From an optimization exercise on the open Yosys and OpenROAD flow, aimed at small area; shortcuts taken in it are not production practice.
RTL that was checked went through simulation tests only; none was proved equivalent to the original.
No driver is modelled on the clock port, so clocking that relies on it looks cheaper here than on a real chip.
Power figures rest on the tool's default switching activity, not on a simulated workload.

==> flow/design.v (excerpt) <==
module ad7606
#(
    parameter USR_CLK_CYCLE_NS = 20,
              T_CYCLE_NS       = 5000,
              T_RESET_NS       = 50,
              T_CONV_MIN_NS    = 3450,
              T_CONV_MAX_NS    = 4150,
              T1_NS            = 40,
              T2_NS            = 25,
              T10_NS           = 25,
              T11_NS           = 15,
              T14_NS           = 25,
              T15_NS           = 6,
              T26_NS           = 25
)
(
    input wire         usr_trigger,
    input wire         usr_clk,
    input wire         usr_rst,
    output reg [15: 0] usr_channel1,
    output reg [15: 0] usr_channel2,
    output reg [15: 0] usr_channel3,
    output reg [15: 0] usr_channel4,
    output reg [15: 0] usr_channel5,
    output reg [15: 0] usr_channel6,
    output reg [15: 0] usr_channel7,
    output reg [15: 0] usr_channel8,
    output wire [3: 0] usr_error,
    output wire        usr_sampling,
    output wire        usr_ready,
    input wire         hw_busy,
    input wire         hw_first_data,
    input wire [15: 0] hw_data,
    output wire        hw_convst,
    output wire        hw_rd,
    output wire        hw_cs,
    output wire        hw_range,
    output wire [2: 0] hw_os,
    output wire        hw_mode_select,
    output wire        hw_reset,
    output wire        hw_stby_n
);
Size: roughly 540 cells after synthesis, ~180 flip-flops, about 170 I/O pins, roughly 7100 sq um of cells after synthesis.
Settings: LEC_CHECK=0, CAP_MARGIN=20, CORE_MARGIN=2, CORE_UTILIZATION=40, SLEW_MARGIN=20; clock period 20.0 ns.
standard.sh (not shown) runs the stock make flow with config.mk's settings and CLKGATE_MAP_FILE= SYNTH_SCRIPT=/design/flow/synth_recipe.tcl, a recipe that flattens the netlist after the stock synthesis.
==> flow/flow/run.sh <==
#!/bin/bash
set -euo pipefail
bash standard.sh "BUFFER_PORTS_ARGS=-buffer_cell sky130_fd_sc_hd__buf_1" finish > make_finish.log 2>&1
Rerun with:
==> flow/flow/run.sh (replaced) <==
#!/bin/bash
set -euo pipefail
here=$(pwd)
bash standard.sh "BUFFER_PORTS_ARGS=-buffer_cell sky130_fd_sc_hd__buf_1" \
  "PRE_GLOBAL_PLACE_TCL=$here/flow/downsize.tcl" \
  "CTS_ARGS=-sink_clustering_enable -repair_clock_nets -dont_use_dummy_load -buf_list sky130_fd_sc_hd__clkbuf_8" \
  finish > make_finish.log 2>&1
==> flow/flow/downsize.tcl (new file) <==
# Before global placement: set every combinational cell to the smallest drive strength of
# its own function; repair_design later buffers or upsizes whatever then violates slew/cap.
set n 0
foreach inst [get_cells *] {
  set m [get_property $inst ref_name]
  if {[regexp {^(sky130_fd_sc_hd__(?:[a-z0-9]+))_(\d+)$} $m -> base size]} {
    if {[regexp {^sky130_fd_sc_hd__(df|edf|sdf|dl|conb|tap|fill|decap|clk)} $m]} { continue }
    foreach s {1 0} {
      if {$s >= $size} { continue }
      set cand ${base}_$s
      if {[llength [get_lib_cells -quiet $cand]] > 0} {
        replace_cell [get_full_name $inst] $cand
        incr n
        break
      }
    }
  }
}
puts "downsize: replaced $n cells"
- CORE_UTILIZATION: 40 -> 65
What happened: Setup slack gets better by 380 ps. Wire length is lower by 13%. Hold slack degrades by 8.1 ps. Clock-buffer cell count is unchanged. Die area went down by 37%. Final cell count went down by 9.8%. Via count is about the same. Total power went down by 18%.
Rerun with:
==> flow/run.sh (new file) <==
#!/bin/bash
# synth_recipe.tcl (not shown) runs the flow's synth.tcl, then flattens the netlist and writes it again
# the make line also repeats each setting of config.mk as NAME=value (left out here)
make -C /OpenROAD-flow-scripts/flow DESIGN_CONFIG=/design/flow/config.mk WORK_HOME=/design/flow/orfs CLKGATE_MAP_FILE= SYNTH_SCRIPT=/design/flow/synth_recipe.tcl finish
- CORE_UTILIZATION: 65 -> 40
removed: flow/flow/run.sh
removed: flow/flow/downsize.tcl
removed: flow/standard.sh
Setup slack loses 720 ps.
Cell area came out higher by 20%.
Sequential cell count stays the same.
Clock-buffer cell count is higher by 1.
Hold slack gains 3.7 ps.
Fmax fell by 10%.
Synthesized area does not change.
Combinational power rose by 17%.
Via count decreases by 1.5%.
Rerun with:
==> flow/flow/run.sh (new file) <==
#!/bin/bash
set -euo pipefail
here=$(pwd)
bash standard.sh "BUFFER_PORTS_ARGS=-buffer_cell sky130_fd_sc_hd__buf_1" \
  "PRE_GLOBAL_PLACE_TCL=$here/flow/downsize.tcl" \
  "CTS_ARGS=-sink_clustering_enable -repair_clock_nets -dont_use_dummy_load -buf_list sky130_fd_sc_hd__clkbuf_8" \
  finish > make_finish.log 2>&1
==> flow/flow/downsize.tcl (new file) <==
# Before global placement: set every combinational cell to the smallest drive strength of
# its own function; repair_design later buffers or upsizes whatever then violates slew/cap.
set n 0
foreach inst [get_cells *] {
  set m [get_property $inst ref_name]
  if {[regexp {^(sky130_fd_sc_hd__(?:[a-z0-9]+))_(\d+)$} $m -> base size]} {
    if {[regexp {^sky130_fd_sc_hd__(df|edf|sdf|dl|conb|tap|fill|decap|clk)} $m]} { continue }
    foreach s {1 0} {
      if {$s >= $size} { continue }
      set cand ${base}_$s
      if {[llength [get_lib_cells -quiet $cand]] > 0} {
        replace_cell [get_full_name $inst] $cand
        incr n
        break
      }
    }
  }
}
puts "downsize: replaced $n cells"
==> flow/standard.sh (new file) <==
#!/bin/bash
# synth_recipe.tcl (not shown) runs the flow's synth.tcl, then flattens the netlist and writes it again
# the make line also repeats each setting of config.mk as NAME=value (left out here)
make -C /OpenROAD-flow-scripts/flow DESIGN_CONFIG=/design/flow/config.mk WORK_HOME=/design/flow/orfs CLKGATE_MAP_FILE= SYNTH_SCRIPT=/design/flow/synth_recipe.tcl "${@:-finish}"
removed: flow/run.sh
The new run produced a clean layout.
Critical path depth rises by 1.
Combinational power shrinks by 13%.
Routed wire length drops by 4.2%.
No functional check of the RTL was part of any run of this note.

gamma:
ad7606 again, from the RTL that the note above started with.
clock: 20.0 ns
lec_check: 0
cap_margin: 20
core_margin: 2
core_utilization: 40
cts_buf_list: sky130_fd_sc_hd__clkbuf_8
slew_margin: 20
==> flow/flow/run.sh <==
#!/bin/bash
set -euo pipefail
bash standard.sh "BUFFER_PORTS_ARGS=-buffer_cell sky130_fd_sc_hd__buf_1" finish > make_finish.log 2>&1
diff inputs: gamma => epsilon
==> flow/flow/run.sh <==
#!/bin/bash
set -euo pipefail
here=$(pwd)
bash standard.sh "BUFFER_PORTS_ARGS=-buffer_cell sky130_fd_sc_hd__buf_1" \
  "PRE_GLOBAL_PLACE_TCL=$here/flow/downsize.tcl" finish > make_finish.log 2>&1
==> flow/flow/downsize.tcl (new file) <==
# Before global placement: set every combinational cell to the smallest drive strength of
# its own function; repair_design later buffers or upsizes whatever then violates slew/cap.
set n 0
foreach inst [get_cells *] {
  set m [get_property $inst ref_name]
  if {[regexp {^(sky130_fd_sc_hd__(?:[a-z0-9]+))_(\d+)$} $m -> base size]} {
    if {[regexp {^sky130_fd_sc_hd__(df|edf|sdf|dl|conb|tap|fill|decap|clk)} $m]} { continue }
    foreach s {1 0} {
      if {$s >= $size} { continue }
      set cand ${base}_$s
      if {[llength [get_lib_cells -quiet $cand]] > 0} {
        replace_cell [get_full_name $inst] $cand
        incr n
        break
      }
    }
  }
}
puts "downsize: replaced $n cells"
Notes after the runs:
On worst max-slew margin expressed relative to the limit, gamma loses to epsilon. epsilon vs gamma: reported leakage power down slightly. Compared with gamma, epsilon shows a higher sequential fraction of total cell area. The design area reported for epsilon is smaller than that of gamma by about 1.5%. epsilon vs. gamma: critical path depth went up by 1. Relative to gamma, maximum number of pins on one net before global-route repair has increased by 5 in epsilon. As of epsilon, detailed placer's ending HPWL had fallen slightly compared to gamma. Total power of the final layout for epsilon: 15 uW down relative to gamma.
No run of this note included a check of the RTL's function; only the layout flow was run.

== try-violet ==
Another version of the RTL of ad7606 (not shown whole).
Size in the first run: roughly 0.0060 mm2 of cells after synthesis.
Settings: LEC_CHECK=0, CAP_MARGIN=20, CORE_MARGIN=2, CORE_UTILIZATION=40, SLEW_MARGIN=20; clock period 20.0 ns.
==> flow/flow/run.sh <==
#!/bin/bash
# Own layout flow: the standard flow (standard.sh) with these changes
#  - after the standard synthesis, the combinational logic is re-mapped for area by ABC
#    (flow/remap.tcl, flow/area.abc); registers keep their cells and names
#  - port buffers use the smallest buffer cell (buf_1)
#  - synthesis' upsized gates are set back to the smallest drive before placement
#    (flow/downsize.tcl); repair_design fixes any slew/cap violation afterwards
#  - clock tree from clkbuf_8 without dummy balancing loads
# Each tool's output goes to a log file of its own in the work folder.
set -euo pipefail
here=$(pwd)
res=$here/orfs/results/$FLOW_PLATFORM/ad7606/base
yosys_bin=$FLOW_HOME/../tools/install/yosys/bin/yosys
[[ -x $yosys_bin ]] || yosys_bin=yosys
args=(
  "BUFFER_PORTS_ARGS=-buffer_cell sky130_fd_sc_hd__buf_1"
  "PRE_GLOBAL_PLACE_TCL=$here/flow/downsize.tcl"
  "GPL_KEEP_OVERFLOW=0"
  "CTS_ARGS=-sink_clustering_enable -repair_clock_nets -dont_use_dummy_load -buf_list sky130_fd_sc_hd__clkbuf_8"
)
bash standard.sh "${args[@]}" synth > make_synth.log 2>&1
cp "$res/1_2_yosys.v" "$here/standard_synth.v"
REMAP_IN=$here/standard_synth.v REMAP_OUT=$here/remapped.v REMAP_TOP=$FLOW_TOP \
REMAP_SCRIPT=$here/flow/area.abc \
REMAP_LIB=$FLOW_HOME/platforms/$FLOW_PLATFORM/lib/sky130_fd_sc_hd__tt_025C_1v80.lib \
REMAP_DONTUSE="sky130_fd_sc_hd__probe_p_8 sky130_fd_sc_hd__probec_p_8 sky130_fd_sc_hd__lpflow_*" \
  "$yosys_bin" -c "$here/flow/remap.tcl" > yosys_remap.log 2>&1
REMAP_OUT=$here/remapped.v REMAP_TOP=$FLOW_TOP \
REMAP_LIB=$FLOW_HOME/platforms/$FLOW_PLATFORM/lib/sky130_fd_sc_hd__tt_025C_1v80.lib \
  "$yosys_bin" -c "$here/flow/check.tcl" > yosys_check.log 2>&1
cp "$here/remapped.v" "$res/1_2_yosys.v"
bash standard.sh "${args[@]}" finish > make_finish.log 2>&1
==> flow/flow/area.abc <==
&get -n
&st
&deepsyn -T 60
&nf -R 1000 -p
&put
mfs3 -a
Other scripts of this flow, unchanged in this note and not shown: flow/flow/check.tcl, flow/flow/downsize.tcl, flow/flow/remap.tcl
try-violet reached the end of the flow, and the finished layout is clean on the timing, DRC and antenna checks.
Setup changes, try-violet to try-delta
Settings: putting GPL_TIMING_DRIVEN at 0 where nothing was set.
--- a/flow/flow/run.sh
+++ b/flow/flow/run.sh
@@ -16,5 +16,4 @@
   "BUFFER_PORTS_ARGS=-buffer_cell sky130_fd_sc_hd__buf_1"
   "PRE_GLOBAL_PLACE_TCL=$here/flow/downsize.tcl"
-  "GPL_KEEP_OVERFLOW=0"
   "CTS_ARGS=-sink_clustering_enable -repair_clock_nets -dont_use_dummy_load -buf_list sky130_fd_sc_hd__clkbuf_8"
 )
==> flow/flow/area.abc <==
&get -n
&st
&syn3
&dch
&nf -R 1000 -p
&put
mfs3 -a
==> comparison <==
Relative to try-violet, the global-route wire length before repair of try-delta is lower by 0.75%. | share of power burned in the clock network | lower: try-delta |. Reported for try-delta and try-violet, clock sink count turned out identical to the last digit. Net switching power figure came out higher on try-delta than on try-violet. The detailed-routed wire length on met2 of try-delta exceeds that of try-violet by 130 um. The run showing the smaller share of post-route cells with drive strength above 1 is try-violet. Sort try-delta and try-violet by clock-pin slew on the worst setup and hold paths, descending, and try-violet comes first.
Setup changes, try-delta to try-maple
Settings: GPL_TIMING_DRIVEN removed (was 0).
--- a/flow/flow/run.sh
+++ b/flow/flow/run.sh
@@ -6,5 +6,6 @@
 #  - synthesis' upsized gates are set back to the smallest drive before placement
 #    (flow/downsize.tcl); repair_design fixes any slew/cap violation afterwards
-#  - clock tree from clkbuf_8 without dummy balancing loads
+#  - clock tree from clkbuf_8 without dummy balancing loads; after CTS each clock buffer
+#    gets the smallest clkbuf that keeps flip-flop clock slews under 110 ps (flow/post_cts.tcl)
 # Each tool's output goes to a log file of its own in the work folder.
 set -euo pipefail
@@ -16,4 +17,5 @@
   "BUFFER_PORTS_ARGS=-buffer_cell sky130_fd_sc_hd__buf_1"
   "PRE_GLOBAL_PLACE_TCL=$here/flow/downsize.tcl"
+  "POST_CTS_TCL=$here/flow/post_cts.tcl"
   "CTS_ARGS=-sink_clustering_enable -repair_clock_nets -dont_use_dummy_load -buf_list sky130_fd_sc_hd__clkbuf_8"
 )
==> flow/flow/area.abc <==
&get -n
&st
&deepsyn -T 60
&nf -R 1000 -p
&put
mfs3 -a
==> flow/flow/post_cts.tcl (new file) <==
proc clk_sink_slew {} {
  set worst 0.0
  foreach pin [all_registers -clock_pins] {
    foreach p {slew_max_rise slew_max_fall} {
      set s [get_property $pin $p]
      if {$s > $worst} { set worst $s }
    }
  }
  return $worst
}
set limit 0.110
estimate_parasitics -placement
puts "clock resize: worst flop clock slew before [clk_sink_slew]"
set bufs [get_cells -filter "ref_name =~ sky130_fd_sc_hd__clkbuf_*"]
# clock tree buffers that drive flip-flops first, then the ones above them
set leaves {}
set upper {}
foreach inst $bufs {
  if {![string match "clkbuf_*" [get_full_name $inst]]} { continue }
  set out [get_pins -of_objects $inst -filter "direction == output"]
  set loads [get_pins -of_objects [get_nets -of_objects $out] -filter "direction == input"]
  set to_buf 0
  foreach l $loads {
    if {[string match "sky130_fd_sc_hd__clkbuf_*" [get_property [get_cells -of_objects $l] ref_name]]} { set to_buf 1 }
  }
  if {$to_buf} { lappend upper $inst } else { lappend leaves $inst }
}
set clkbufs [concat $leaves $upper]
set changed 0
foreach inst $clkbufs {
  set name [get_full_name $inst]
  set orig [get_property $inst ref_name]
  foreach cand {sky130_fd_sc_hd__clkbuf_2 sky130_fd_sc_hd__clkbuf_4} {
    if {$cand eq $orig} { break }
    replace_cell $name $cand
    estimate_parasitics -placement
    if {[clk_sink_slew] <= $limit} { incr changed; break }
    replace_cell $name $orig
    estimate_parasitics -placement
  }
}
puts "clock resize: $changed buffers made smaller, worst flop clock slew after [clk_sink_slew]"
[summary]
try-maple completed; timing, DRC and antenna clean. Going from try-delta to try-maple, the maximum number of pins on one net before global-route repair was found to have gone up by 39. In the flow results for try-delta and try-maple, the sequential portion of the cell area is larger on try-maple. Pre-CTS setup slack, try-delta and try-maple: higher on try-delta. Logic depth of the worst setup path including buffers came out exactly the same in try-delta and try-maple. The critical path launch point comes out cnt[6]$_DFFE_PN1P_ in one run and cnt[7]$_DFFE_PN1P_ in the other, namely in try-delta and try-maple respectively. Against try-delta, the final cell area of try-maple is lower. The run showing the greater inserted tap cell count is try-delta. Row final cycle utilization of the critical path: try-maple higher / try-delta lower. try-maple gives more starting utilization of the core area than try-delta did. Final weighted congestion in routability-driven placement in try-maple vs try-delta: down about 8%. Re post-route non-filler standard cell count: try-maple is about 5% down on try-delta.

ad7606, a different RTL version from the one above (not shown whole).
Size: about 410 cells after synthesis, roughly 170 I/O pins, ~6000 sq um of cells after synthesis.
Settings: LEC_CHECK=0, CAP_MARGIN=20, CORE_MARGIN=2, CORE_UTILIZATION=40, SLEW_MARGIN=20; clock period 20.0 ns.
==> flow/flow/run.sh <==
#!/bin/bash
# Own layout flow: the standard flow (standard.sh) with these changes
#  - after the standard synthesis, the combinational logic is re-mapped for area by ABC
#    (flow/remap.tcl, flow/area.abc); registers keep their cells and names
#  - port buffers use the smallest buffer cell (buf_1)
#  - synthesis' upsized gates are set back to the smallest drive before placement
#    (flow/downsize.tcl); repair_design fixes any slew/cap violation afterwards
#  - clock tree from clkbuf_8 without dummy balancing loads; after CTS each clock buffer
#    gets the smallest clkbuf that keeps flip-flop clock slews under 110 ps (flow/post_cts.tcl)
# Each tool's output goes to a log file of its own in the work folder.
set -euo pipefail
here=$(pwd)
res=$here/orfs/results/$FLOW_PLATFORM/ad7606/base
yosys_bin=$FLOW_HOME/../tools/install/yosys/bin/yosys
[[ -x $yosys_bin ]] || yosys_bin=yosys
args=(
  "BUFFER_PORTS_ARGS=-buffer_cell sky130_fd_sc_hd__buf_1"
  "PRE_GLOBAL_PLACE_TCL=$here/flow/downsize.tcl"
  "POST_CTS_TCL=$here/flow/post_cts.tcl"
  "SKIP_REPAIR_TIE_FANOUT=1"
  "CTS_ARGS=-sink_clustering_enable -repair_clock_nets -dont_use_dummy_load -buf_list sky130_fd_sc_hd__clkbuf_8"
)
bash standard.sh "${args[@]}" synth > make_synth.log 2>&1
cp "$res/1_2_yosys.v" "$here/standard_synth.v"
REMAP_IN=$here/standard_synth.v REMAP_OUT=$here/remapped.v REMAP_TOP=$FLOW_TOP \
REMAP_SCRIPT=$here/flow/area.abc \
REMAP_LIB=$FLOW_HOME/platforms/$FLOW_PLATFORM/lib/sky130_fd_sc_hd__tt_025C_1v80.lib \
REMAP_DONTUSE="sky130_fd_sc_hd__probe_p_8 sky130_fd_sc_hd__probec_p_8 sky130_fd_sc_hd__lpflow_*" \
  "$yosys_bin" -c "$here/flow/remap.tcl" > yosys_remap.log 2>&1
REMAP_OUT=$here/remapped.v REMAP_TOP=$FLOW_TOP \
REMAP_LIB=$FLOW_HOME/platforms/$FLOW_PLATFORM/lib/sky130_fd_sc_hd__tt_025C_1v80.lib \
  "$yosys_bin" -c "$here/flow/check.tcl" > yosys_check.log 2>&1
cp "$here/remapped.v" "$res/1_2_yosys.v"
bash standard.sh "${args[@]}" finish > make_finish.log 2>&1
Other scripts of this flow, unchanged in this note and not shown: flow/flow/area.abc, flow/flow/check.tcl, flow/flow/downsize.tcl, flow/flow/post_cts.tcl, flow/flow/remap.tcl
Edit:
--- a/flow/flow/run.sh
+++ b/flow/flow/run.sh
@@ -20 +19,0 @@
-  "SKIP_REPAIR_TIE_FANOUT=1"
- CAP_MARGIN: 20 -> 5
The changed run completed without violations.
Clock skew barely changes.
Die area is unchanged.
Core utilization climbs by 0.30 points.
Hold slack stays flat.
Clock-buffer cell count does not change.
Worst setup slack is worse by 140 ps.
Total power climbs by 0.66%.
Global-route usage climbs by 0.50 points.
Edit:
--- a/flow/flow/run.sh
+++ b/flow/flow/run.sh
@@ -9 +9,4 @@
-#    gets the smallest clkbuf that keeps flip-flop clock slews under 110 ps (flow/post_cts.tcl)
+#    gets the smallest clkbuf that keeps flip-flop clock slews under 110 ps (flow/post_cts.tcl),
+#    then upsized logic cells are set back down where slews stay under 1.2 ns and no
+#    slew/cap violation appears (flow/post_cts_logic.tcl)
+#  - tie cells are not duplicated per load (SKIP_REPAIR_TIE_FANOUT)
@@ -19 +22,2 @@
-  "POST_CTS_TCL=$here/flow/post_cts.tcl"
+  "POST_CTS_TCL=$here/flow/post_cts_all.tcl"
+  "SKIP_REPAIR_TIE_FANOUT=1"
==> flow/flow/post_cts_all.tcl (new file) <==
# POST_CTS hook: clock buffers first, then the logic cells.
source [file join [file dirname [info script]] post_cts.tcl]
source [file join [file dirname [info script]] post_cts_logic.tcl]
==> flow/flow/post_cts_logic.tcl (new file) <==
# After CTS, part 2: set each upsized logic cell or buffer back to the smallest drive of its
# own function whose output slew stays under 80% of the library limit, as long as no
# max-slew or max-capacitance violation appears anywhere.
proc out_slew {inst} {
  set w 0.0
  foreach pin [get_pins -of_objects $inst -filter "direction == output"] {
    foreach p {slew_max_rise slew_max_fall} {
      set s [get_property $pin $p]
      if {$s > $w} { set w $s }
    }
  }
  return $w
}
set slew_limit 1.2
set n 0
estimate_parasitics -placement
foreach inst [get_cells *] {
  set m [get_property $inst ref_name]
  if {![regexp {^(sky130_fd_sc_hd__[a-z0-9]+)_(\d+)$} $m -> base size]} { continue }
  if {[regexp {__(df|edf|sdf|dl|conb|clk|tap|fill|decap)} $m]} { continue }
  set name [get_full_name $inst]
  foreach s {1 2 4} {
    if {$s >= $size} { break }
    set cand ${base}_$s
    if {[llength [get_lib_cells -quiet $cand]] == 0} { continue }
    replace_cell $name $cand
    estimate_parasitics -placement
    if {[out_slew $inst] <= $slew_limit && [sta::max_slew_violation_count] == 0 \
          && [sta::max_capacitance_violation_count] == 0} {
      incr n
      break
    }
    replace_cell $name $m
    estimate_parasitics -placement
  }
}
puts "logic resize: $n cells made smaller"
- CAP_MARGIN: 5 -> 20
- CORE_UTILIZATION: 40 -> 60
Outcome: Worst setup slack is better by 190 ps. Clock-buffer cell count does not change. Core utilization went up by 23 points. First-iteration DRC count drops by 32%. Power fell by 0.66%. Non-clock buffer count stays the same. Area after synthesis stays the same. Sequential share of layout area rose by 1.0 points. Combinational power came out lower by about 4%. Hold slack stays flat.
Edit:
--- a/flow/flow/run.sh
+++ b/flow/flow/run.sh
@@ -9,4 +9 @@
-#    gets the smallest clkbuf that keeps flip-flop clock slews under 110 ps (flow/post_cts.tcl),
-#    then upsized logic cells are set back down where slews stay under 1.2 ns and no
-#    slew/cap violation appears (flow/post_cts_logic.tcl)
-#  - tie cells are not duplicated per load (SKIP_REPAIR_TIE_FANOUT)
+#    gets the smallest clkbuf that keeps flip-flop clock slews under 110 ps (flow/post_cts.tcl)
@@ -22,2 +19 @@
-  "POST_CTS_TCL=$here/flow/post_cts_all.tcl"
-  "SKIP_REPAIR_TIE_FANOUT=1"
+  "POST_CTS_TCL=$here/flow/post_cts.tcl"
- CORE_UTILIZATION: 60 -> 40
removed: flow/flow/post_cts_all.tcl
removed: flow/flow/post_cts_logic.tcl
Outcome:
- synthesized area stays the same
- first-iteration DRC count is higher by 47%
- combinational power rises by about 5%
- via count rose by 0.91%
- sequential share of layout area drops by 1.0 points
- setup slack degrades by 190 ps
- wire length is higher by 10%
- design area is higher by 1.7%
- worst hold slack barely changes
- clock power stays flat

-- separate check: timing with driven ports --
The flow's constraints put no driver on any port. The routed layouts listed below were extracted and timed again, unchanged, in two steps.
Step 1 (the two cells are an assumption about what drives the block):
set clk [get_ports {usr_clk}]
set_driving_cell -lib_cell sky130_fd_sc_hd__clkbuf_16 $clk
set_driving_cell -lib_cell sky130_fd_sc_hd__buf_2 [delete_from_list [all_inputs] $clk]
Step 2 moves the port delays by t, midway between the first and last clock arrival at a register: inputs arrive t later, outputs are due t later. That takes back most of the time a late clock gives input paths.
a / b / c = no drivers / after step 1 / after step 2; a / b = the first two.
run	t, ns	slack for setup (ns)	clock arrival spread, ns	worst data-port slew with drivers (ns)	pins driven straight from the clock port
the first run of note 1	0.470	13.392 / 13.348 / 13.818	0.010 / 0.010	0.04	1
the second run of note 1	0.481	13.769 / 13.734 / 14.215	0.032 / 0.032	0.04	1
the third run of note 1	0.467	13.052 / 13.008 / 13.475	0.012 / 0.012	0.05	1
the fourth run of note 1	0.475	13.809 / 13.772 / 14.247	0.041 / 0.041	0.04	1
gamma	0.490	13.373 / 13.336 / 13.826	0.013 / 0.013	0.04	1
epsilon	0.494	13.769 / 13.733 / 14.227	0.017 / 0.017	0.03	1
try-violet	0.483	13.696 / 13.659 / 14.142	0.021 / 0.022	0.08	1
try-delta	0.488	13.874 / 13.837 / 14.325	0.033 / 0.032	0.06	1
try-maple	0.611	13.787 / 13.756 / 14.367	0.038 / 0.037	0.05	1
the first run of note 4	0.591	14.053 / 14.018 / 14.608	0.037 / 0.037	0.03	1
the second run of note 4	0.623	13.918 / 13.880 / 14.503	0.039 / 0.039	0.04	1
the third run of note 4	0.458	14.110 / 14.076 / 14.534	0.030 / 0.030	0.03	1
the fourth run of note 4	0.623	13.918 / 13.880 / 14.503	0.039 / 0.039	0.04	1
After both steps every run listed still meets setup and hold. The worst setup slack also covers recovery checks on asynchronous resets.
